Context: an optimization exercise on an open-source flow, tuned for a short achievable clock period and few clock cycles. The choices shown serve that exercise and are no tape-out recipe.
Only simulation tests tie the RTL to the original design; equivalence was not proved.
No activity file was given, so power comes from the tool's default toggle rates.

[flow/design.v]
module sign_extend #(
  parameter IW = 12,
  parameter OW = 32
)(
  input [IW - 1:0] data_in,
  output wire [OW - 1:0] data_out
);
  localparam DIFF = OW - IW;
  assign data_out = {{DIFF{data_in[IW - 1]}}, data_in};
endmodule
module alu #(parameter W = 32)(
  a, b, s, op, cout
);
  input [W-1:0] a, b;
  input [1:0] op;
  output reg [W-1:0] s;
  output reg cout;
  always @ (*) begin 
    casez(op)
      2'b00: begin   
        s <= a ^ b;
        cout <= 1'b0;
      end 
      2'b01 : begin   
        {cout, s} <= a + b;
      end 
      2'b10 : begin   
        cout <= 1'b0;
        s <= ~b;
      end
      default: {cout, s} <={(W + 1){1'b0}};
    endcase
  end
endmodule
module data_reverser #(parameter W = 32)(
  input [W-1:0] x, 
  output wire [W-1:0] y
);
genvar i;
generate 
  if(W % 2)
    assign y[(W / 2) + 1] = x[(W / 2) + 1];
  for(i = 0; i < W/2; i = i + 1) begin : gen
    assign y[i] = x[W - 1 - i];
    assign y[W - 1 - i] = x[i];
  end
endgenerate
endmodule
module conditional_data_reverser #(parameter W = 32) (
  input [W-1:0] x,
  input rev,
  output wire [W-1:0] y
);
  wire [W-1:0] reversed;
  data_reverser #(.W(W)) rev_mod(
    .x(x), .y(reversed)
  );
  assign y = rev ? reversed : x;
endmodule
module barrel_shift #(parameter W = 32)(
  data_in, data_out, shamt, op 
);
  localparam SHAMT_W = $clog2(W);
  input [W-1:0] data_in;
  input [SHAMT_W-1:0] shamt;
  input [2:0] op;
  output wire [W-1:0] data_out;
  wire [W - 1:0] layers[0:SHAMT_W];
  wire rotate, right, arithmetic;
  wire sign, fill_sign;
  assign {rotate, right, arithmetic} = op;
  assign sign = data_in[W - 1];
  assign fill_sign = arithmetic & right & sign;
  conditional_data_reverser #(.W(W)) reverser1(
    .x(data_in), .rev(right), .y(layers[0])
  );
  conditional_data_reverser #(.W(W)) reverser2(
    .x(layers[SHAMT_W]), .rev(right), .y(data_out)
  );
  genvar i, j;
  generate
    for(i = 0; i < SHAMT_W; i = i + 1) begin : layer_gen
      for(j = 0; j < W; j = j + 1) begin : mux_gen 
        localparam LAYER_SHIFT = 2 ** i;
        localparam NORMAL_IDX = j - LAYER_SHIFT;
        localparam ROTATE_IDX = W + NORMAL_IDX;
        wire temp;
        if(j >= LAYER_SHIFT) begin 
          assign temp = layers[i][j - LAYER_SHIFT];
        end else begin 
          assign temp = rotate ? layers[i][W + NORMAL_IDX] : fill_sign;
        end
        assign layers[i + 1][j] = shamt[i] ? temp : layers[i][j];
      end
    end
  endgenerate
endmodule
module register_file(
  clk, write,
  src_sel, dest_sel, 
  dest_in,
  src_out, dest_out
);
  localparam W = 32;
  localparam NUM_REG = 16;
  localparam SEL_SIZE = $clog2(NUM_REG);
  input clk, write;
  input [SEL_SIZE-1:0] src_sel, dest_sel;
  input [W-1:0] dest_in;
  output wire [W-1:0] dest_out, src_out;
  reg [W - 1:0] registers[0:NUM_REG - 1];
  assign src_out = registers[src_sel];
  assign dest_out = registers[dest_sel];
  always @ (posedge clk) begin 
    if(write) begin 
      registers[dest_sel] <= dest_in;
    end
  end
endmodule
`default_nettype wire
module cpu #(
  parameter PC_INITIAL = 12'h0F
)
(
  input clk,
  input rst,
  output reg mem_write,
  output reg [31:0] to_mem,
  output reg [11:0] mem_addr,
  input [31:0] from_mem,
  output reg halted
);
  localparam A = 12;
  localparam W = 32;
  localparam CARRY_BIT = 0;
  localparam PARITY_BIT = 1;
  localparam EVEN_BIT = 2;
  localparam NEGATIVE_BIT = 3;
  localparam ZERO_BIT = 4;
  localparam S_FETCH = 2'd0;
  localparam S_DECODE = 2'd1;
  localparam S_EXEC = 2'd2;
  localparam S_LOAD = 2'd3;
  reg [A - 1:0] pc;
  reg [4:0] PSR;
  reg halt;
  reg [W - 1:0] instruction;
  reg [1:0] state;
  wire [A - 1:0] branch_destination;
  wire [7:0] PSR_branch_vector;
  wire [3:0] opcode, CC;
  wire src_type, dest_type;
  wire [11:0] src_addr, dest_addr;
  wire alu_use_imm;
  reg rf_write;
  reg [1:0] writeback_sel;
  reg set_psr, clear_psr, clear_psr_carry;
  reg branch_op;
  reg shift_rotate;
  reg [1:0] alu_op;
  reg store_op;
  wire branch_vector_sel;
  wire in_exec = (state == S_EXEC);
  wire in_load = (state == S_LOAD);
  wire mem_load = (opcode == 4'b0001) & !src_type;
  wire commit = (in_exec & !mem_load) | in_load;
  always @ (posedge clk) begin
    if(rst) begin
      state <= S_FETCH;
      pc <= PC_INITIAL;
      halted <= 1'b0;
    end else begin
      case(state)
        S_FETCH: state <= S_DECODE;
        S_DECODE: begin
          instruction <= from_mem;
          state <= S_EXEC;
        end
        S_EXEC: begin
          if(halt) begin
            halted <= 1'b1;
          end else begin
            if(branch_op & branch_vector_sel) begin
              pc <= branch_destination;
            end else begin
              pc <= pc + 12'b1;
            end
            state <= mem_load ? S_LOAD : S_FETCH;
          end
        end
        S_LOAD: state <= S_FETCH;
      endcase
    end
  end
  assign branch_vector_sel = PSR_branch_vector[CC[2:0]];
  assign branch_destination = dest_addr;
  assign PSR_branch_vector[0] = 1'b1;
  assign PSR_branch_vector[1] = PSR[1];
  assign PSR_branch_vector[2] = PSR[2];
  assign PSR_branch_vector[3] = PSR[0];
  assign PSR_branch_vector[4] = PSR[3];
  assign PSR_branch_vector[5] = PSR[4];
  assign PSR_branch_vector[6] = !PSR[0];
  assign PSR_branch_vector[7] = !PSR[3];
  wire [W-1:0] immediate_ext;
  wire [W - 1:0] alu_b_selected;
  always @ (*) begin
    if(in_exec & store_op) begin  
      mem_addr = dest_addr;
      to_mem = alu_b_selected;
      mem_write = 1'b1;
    end else if(in_exec) begin  
      mem_addr = src_addr;
      to_mem = 32'b0;
      mem_write = 1'b0;
    end else begin  
      mem_addr = pc;
      to_mem = 32'b0;
      mem_write = 1'b0;
    end
  end
  assign {opcode, CC, src_addr, dest_addr} = instruction;
  assign src_type = instruction[27];
  assign dest_type = instruction[26];
  sign_extend #(.IW(12), .OW(32)) imm_extender(
    .data_in(src_addr), .data_out(immediate_ext)
  );
  always @ (*) begin 
    casez(opcode)
      4'b0000: begin  
        halt = 1'b0;
        rf_write = 1'b0;
        set_psr = 1'b0;
        clear_psr_carry = 1'b0;
        clear_psr = 1'b0;
        branch_op = 1'b0;
        shift_rotate = 1'b0;
        store_op = 1'b0;
        writeback_sel = 2'b00;
        alu_op = 2'b00;
      end
      4'b0001: begin  
        halt = 1'b0;
        rf_write = 1'b1;
        set_psr = 1'b1;
        clear_psr_carry = 1'b1;
        clear_psr = 1'b0;
        branch_op = 1'b0;
        shift_rotate = 1'b0;
        store_op = 1'b0;
        if(src_type) begin   
          writeback_sel = 2'b10;
        end else begin   
          writeback_sel = 2'b11;
        end
        alu_op = 2'b00;
      end
      4'b0010: begin  
        halt = 1'b0;
        rf_write = 1'b0;
        set_psr = 1'b0;
        clear_psr_carry = 1'b0;
        clear_psr = 1'b1;
        branch_op = 1'b0;
        shift_rotate = 1'b0;
        store_op = 1'b1;
        writeback_sel = 2'b00;
        alu_op = 2'b00;
      end
      4'b0011: begin  
        halt = 1'b0;
        rf_write = 1'b0;
        set_psr = 1'b0;
        clear_psr_carry = 1'b0;
        clear_psr = 1'b0;
        branch_op = 1'b1;
        shift_rotate = 1'b0;
        store_op = 1'b0;
        writeback_sel = 2'b00;
        alu_op = 2'b00;
      end
      4'b0100: begin  
        halt = 1'b0;
        rf_write = 1'b1;
        set_psr = 1'b1;
        clear_psr_carry = 1'b1;
        clear_psr = 1'b0;
        branch_op = 1'b0;
        shift_rotate = 1'b0;
        store_op = 1'b0;
        writeback_sel = 2'b00;
        alu_op = 2'b00; 
      end 
      4'b0101: begin  
        halt = 1'b0;
        rf_write = 1'b1;
        set_psr = 1'b1;
        clear_psr_carry = 1'b0;
        clear_psr = 1'b0;
        branch_op = 1'b0;
        shift_rotate = 1'b0;
        store_op = 1'b0;
        writeback_sel = 2'b00;
        alu_op = 2'b01;
      end
      4'b0110 : begin  
        halt = 1'b0;
        rf_write = 1'b1;
        set_psr = 1'b1;
        clear_psr_carry = 1'b1;
        clear_psr = 1'b0;
        branch_op = 1'b0;
        shift_rotate = 1'b1;
        store_op = 1'b0;
        writeback_sel = 2'b01;
        alu_op = 2'b00;
      end
      4'b0111 : begin  
        halt = 1'b0;
        rf_write = 1'b1;
        set_psr = 1'b1;
        clear_psr_carry = 1'b1;
        clear_psr = 1'b0;
        branch_op = 1'b0;
        shift_rotate = 1'b0;
        store_op = 1'b0;
        writeback_sel = 2'b01;  
        alu_op = 2'b00;
      end
      4'b1001 : begin   
        halt = 1'b0;
        rf_write = 1'b1;
        set_psr = 1'b1;
        clear_psr_carry = 1'b1;
        clear_psr = 1'b0;
        branch_op = 1'b0;
        shift_rotate = 1'b0;
        store_op = 1'b0;
        writeback_sel = 2'b00;
        alu_op = 2'b10;  
      end
      4'b1000 : begin   
        halt = 1'b1;
        rf_write = 1'b0;
        set_psr = 1'b0;
        clear_psr_carry = 1'b0;
        clear_psr = 1'b0;
        branch_op = 1'b0;
        shift_rotate = 1'b0;
        store_op = 1'b0;
        writeback_sel = 2'b00;
        alu_op = 2'b00;
      end
      default : begin 
        halt = 1'b0;
        rf_write = 1'b0;
        set_psr = 1'b0;
        clear_psr_carry = 1'b0;
        clear_psr = 1'b0;
        branch_op = 1'b0;
        shift_rotate = 1'b0;
        store_op = 1'b0;
        writeback_sel = 2'b00;
        alu_op = 2'b00;
      end
    endcase
  end
  wire [W-1:0] src_out, dest_out;
  reg [W-1:0] writeback_selected;
  register_file rf(
    .clk(clk), .write(rf_write & commit & !rst), .src_sel(src_addr[3:0]), .dest_sel(dest_addr[3:0]),
    .dest_in(writeback_selected),
    .src_out(src_out), .dest_out(dest_out)
  );
  wire [W-1:0] alu_out, shift_out;
  wire alu_cout;
  assign alu_use_imm = src_type;
  assign alu_b_selected = alu_use_imm ? immediate_ext: src_out;
  alu #(.W(W)) alu(
    .a(dest_out), .b(alu_b_selected), .op(alu_op),
    .cout(alu_cout), .s(alu_out)
  );
  reg shift_right;
  reg [4:0] shamt;
  always @ (*) begin
    if($signed(src_addr) >= 0) begin
      if($signed(src_addr) > 16) begin
        shamt = 5'd16;
      end else begin
        shamt = src_addr[4:0];
      end
      shift_right = 1'b1;
    end else begin
      if($signed(src_addr) < -16) begin
        shamt = 5'd16;
      end else begin
        shamt = (~src_addr[4:0] + 5'b1);
      end
      shift_right = 1'b0;
    end
  end
  barrel_shift #(.W(W)) shifter(
    .data_in(dest_out), .shamt(shamt), .op({shift_rotate, shift_right, 1'b0}),
    .data_out(shift_out)
  );
  always @ (*) begin
    casez(writeback_sel)
      2'b00: writeback_selected = alu_out;
      2'b01: writeback_selected = shift_out;
      2'b10: writeback_selected = immediate_ext;
      2'b11: writeback_selected = from_mem;
    endcase
  end
  always @ (posedge clk) begin
    if(!rst & commit) begin
      if(set_psr) begin
        if(clear_psr_carry) begin
          PSR[CARRY_BIT] <= 1'b0;
        end else begin
          PSR[CARRY_BIT] <= alu_cout;
        end
        PSR[PARITY_BIT] <= ^writeback_selected;
        PSR[EVEN_BIT] <= !writeback_selected[0];
        PSR[NEGATIVE_BIT] <= writeback_selected[W - 1];
        PSR[ZERO_BIT] <= (writeback_selected == {W{1'b0}});
      end else if(clear_psr) begin
        PSR <= 5'b0;
      end
    end
  end
endmodule
[flow/run.sh]
#!/bin/bash
# synth_recipe.tcl (not shown) runs the flow's synth.tcl, then flattens the netlist and writes it again
# the make line also repeats each setting of config.mk as NAME=value (left out here)
make -C /OpenROAD-flow-scripts/flow DESIGN_CONFIG=/design/flow/config.mk WORK_HOME=/design/flow/orfs CLKGATE_MAP_FILE= SYNTH_SCRIPT=/design/flow/synth_recipe.tcl finish
[flow/config.mk]
export PLATFORM = sky130hd
export DESIGN_NAME = cpu
export DESIGN_NICKNAME = cpu
export VERILOG_FILES = /design/flow/design.v
export SDC_FILE = /design/flow/constraint.sdc
export NUM_CORES = 4
export LEC_CHECK = 0
export CAP_MARGIN = 20
export CORE_MARGIN = 2
export CORE_UTILIZATION = 40
export SLEW_MARGIN = 20
[flow/constraint.sdc]
create_clock -name core_clock -period 10.0 [get_ports {clk}]
set_input_delay 2.0000 -clock core_clock [delete_from_list [all_inputs] [get_ports {clk}]]
set_output_delay 2.0000 -clock core_clock [all_outputs]
set_load 0.01 [all_outputs]
==> summary.txt <==
[final cells by class]
type,count,area share
Antenna cell,2,0.000131
Inverter,68,0.00670
Tap cell,1134,0.0372
Clock inverter,33,0.00706
Multi-Input combinational cell,1640,0.423
Sequential cell,572,0.445
Clock buffer,80,0.0422
Timing Repair Buffer,164,0.0384
[cell families after synthesis]
logic type               share of synthesized area
AO/OA/AOI/OAI                                0.124
XOR/XNOR                                   0.00439
adder cells (fa/ha/maj)                     0.0191
buffers and inverters                       0.0306
flip-flops                                   0.500
multiplexers                                 0.245
AND/OR/NAND/NOR                             0.0774
[power groups by stage]
stage               registers (mW)  clock network, mW  logic (mW)
CTS                           2.82               2.17        1.63
detailed placement            2.87                  0        1.62
global route                  2.82               2.27        1.74
floorplan                     2.83                  0        1.04
global placement              2.87                  0        1.62
finish                        2.82               2.14        1.67
[through the flow]
stage / instance area (sq um) / total power [mW]
after global placement: 36200 / 4.49
final: 38100 / 6.63
after global routing: 38100 / 6.83
after floorplan: 33900 / 3.87
after CTS: 38100 / 6.62
after detailed placement: 36200 / 4.49
[cells in the final DEF (no fill, tap or decap), types with 14 or more instances in the layout]
| master | netlist | routed |
|---|---|---|
| buf_4 | 8 | 81 |
| and2_1 | 36 | 36 |
| nand3_1 | 51 | 51 |
| inv_1 | 67 | 67 |
| ha_1 | 50 | 50 |
| a21oi_1 | 118 | 118 |
| a221oi_1 | 24 | 23 |
| o21ai_0 | 115 | 114 |
| o22ai_1 | 22 | 22 |
| and3_1 | 19 | 19 |
| mux2i_1 | 85 | 83 |
| a21o_1 | 35 | 35 |
| edfxtp_1 | 549 | 549 |
| clkbuf_16 | 0 | 61 |
| nor2_1 | 152 | 139 |
| a22oi_1 | 47 | 46 |
| o221ai_1 | 20 | 19 |
| mux4_2 | 317 | 317 |
| nor3_1 | 42 | 37 |
| mux2_2 | 23 | 23 |
| or2_2 | 14 | 14 |
| a31oi_1 | 19 | 18 |
| xnor2_1 | 14 | 14 |
| clkbuf_1 | 118 | 18 |
| dfxtp_1 | 23 | 16 |
| a211oi_1 | 26 | 23 |
| nand2_1 | 138 | 138 |
| clkdlybuf4s50_1 | 0 | 79 |
| nand2b_1 | 24 | 24 |
| o22a_1 | 14 | 14 |
| o211ai_1 | 23 | 23 |
[worst max path at each step]
stage,depth (start not counted),from,slack [ps],to
2_1_floorplan,24,flop,3100,PSR[1]
4_1_cts,20,flop,2180,PSR[1]
3_5_place_dp,20,flop,2150,PSR[1]
6_report,20,flop,2360,PSR[1]
5_1_grt,20,flop,1830,PSR[1]
3_3_place_gp,20,flop,2130,PSR[1]
[routing by layer]
layer	track usage	share of wire
met5	0	0
met4	0.157	0.059
met3	0.0429	0.087
met2	0.486	0.46
met1	0.432	0.40
[registers in the layout, indices dropped and copies added (netlist names), named ones only]
| name | cells |
|---|---|
| state | 2 |
| pc | 12 |
| instruction | 32 |
| PSR | 5 |
| halted | 1 |
| rf.registers | 512 |
==> results.json <==
{
  "layout_setup_ws_ps": 2360,
  "die_w_um": 295,
  "netlist_area_sq_um": 33900,
  "clock_latency_ps": 650,
  "r2r_end": "PSR[1]",
  "start_util": 0.404,
  "critPathMaxStageDelay_ps": 890,
  "final.period_utilization": 0.764,
  "p_switching_mw": 2.07,
  "p_comb_frac": 0.252,
  "drtIter0Drc": 3419,
  "antenna_found_initial": 4,
  "whs_path_depth": 1,
  "cts_setup_buffers": 0,
  "synth.net_count": 2552,
  "wl_per_cell_um": 36.8,
  "cap_violations": 0,
  "ys.flop_type": "edfxtp_1",
  "synth_top_area_frac": 0.487,
  "relSlewSlack": 0.182,
  "start_kind": "flop",
  "path_delay_family": "compound AO/OA/AOI/OAI gates",
  "htree_levels": 2,
  "firstDrtPassIters": 5,
  "setup_viol": 0,
  "placementRows": 106,
  "place_ws_ps": 2150,
  "hpwl_mm": 94.7,
  "hold_viol": 0,
  "fillCellCount": 7469,
  "synthTopCellsByArea": "edfxtp_1 (49%), mux4_2 (21%), mux2i_1 (2.5%), ha_1 (1.8%), a21oi_1 (1.7%)",
  "synth_edf_count": 549,
  "vias": 25400,
  "dp.cells": 3577,
  "skew_ps": 53.5,
  "grt_usage": 0.312,
  "seq_area_frac_synth": 0.500,
  "drt_wl_total_mm": 136,
  "min_period_ps": 7640,
  "hold_class": "flop to flop",
  "leakage_nw": 12.5,
  "maxSlewViolCount": 0,
  "register_area_sq_um": 17000,
  "whs_ps": 492,
  "core_sq_um": 83800,
  "worst_setup_path_end_kind": "flop",
  "power_density_nw_per_um2": 174,
  "hold_start": "state[0]",
  "postCtsHoldBufs": 0,
  "dieArea_sq_um": 87100,
  "syn2layout_area_growth_pct": 12.4,
  "io_buffers": 79,
  "ys_types": 89,
  "antenna_left": 0,
  "grt_pass1_wl_mm": 191,
  "path_cells": "buf_12 -> mux4_2 -> mux4_2 -> mux2i_1 -> inv_1 -> ha_1 -> and2_1 -> and4_1 -> and3_1 -> nand4_1 -> a21oi_1 -> nor2_1 -> o311ai_0 -> o21ai_0 -> ha_1 -> xnor2_1 -> xnor2_1 -> xnor2_1 -> xnor2_1 -> nor2_1",
  "overflow": 0,
  "drive_gt1_frac": 0.229,
  "synth_top_area_cell": "edfxtp_1",
  "syn_avg_cell_area_sq_um": 13.7,
  "drc": 0,
  "clkTransAtPathRegs_ps": 70,
  "outcome": "finished clean",
  "grt_max_degree": 129,
  "gp_congestion": 1.04,
  "ys_ff_latch": 572,
  "via_per_inst": 6.88,
  "final_nets": 2592,
  "synth_most_common_cell": "edfxtp_1",
  "async_flop_share": 0,
  "p_int_mw": 4.56,
  "io_pins": 80,
  "clockPowerShare": 0.323,
  "final_core_util": 0.454,
  "cts-resized-gates": 0,
  "crit_required_ps": 10390,
  "cp_common_cell": "xnor2_1",
  "cts-root-buf": "clkbuf_16",
  "rsz0062_at_grt": "false",
  "cts_sinks": 572,
  "r2r_setup_slack_ps": 2360,
  "syn_inst": 2467,
  "worstSetupPathType": "flop to flop",
  "ir_worst_vdd_v": 0.000140,
  "stdcell_count": 3693,
  "first_global_vias": 24800,
  "power.share.sequential": 0.426,
  "p_sw_frac": 0.312,
  "cts_inserted_buffers": 61,
  "setup_tns_ps": 0,
  "fmax_mhz": 131,
  "min_to": "state[0]",
  "clockBufferDepth": 3,
  "cp_slowest_cell": "dfxtp_4",
  "crit_fanout": 66,
  "cp.arrival_ps": 8030,
  "synth_common_cells": "edfxtp_1 (549), mux4_2 (317), nor2_1 (152)",
  "multi_input_area_sq_um": 16100,
  "worstMarginPinSlew_ps": 1220,
  "dieHeight_um": 295,
  "tritoncts": "yes",
  "ys.warnings.count": 4,
  "rr_worst_depth": 20,
  "critPathBufInv": 2
}
Testbench counts, summed over its fixed seeds: cycles 194,672.

==> afterwards: timing with drivers on the ports <==
How much do the figures lean on ideal ports? The routed layout below was timed once more, with nothing changed but the port constraints. Step 1: set_driving_cell puts a clkbuf_16 on clk and a buf_2 on each other input, an assumption about the parent block. Step 2 moves the port delays by t, midway between the first and last clock arrival at a register: inputs arrive t later, outputs are due t later. That takes back most of the time a late clock gives input paths. Slacks: ideal ports / drivers / drivers and shift; pairs: ideal ports / drivers.
shift t [ns]: 0.693
slack for setup (ns): 2.364 / 2.364 / 2.364
hold slack, ns: 0.492 / 0.492 / 0.492
worst data-port slew with drivers (ns): 0.08
After both steps setup and hold are still met in this run. The setup slack of this run moves by 0.000 ns with the drivers and by 0.000 ns with both steps.
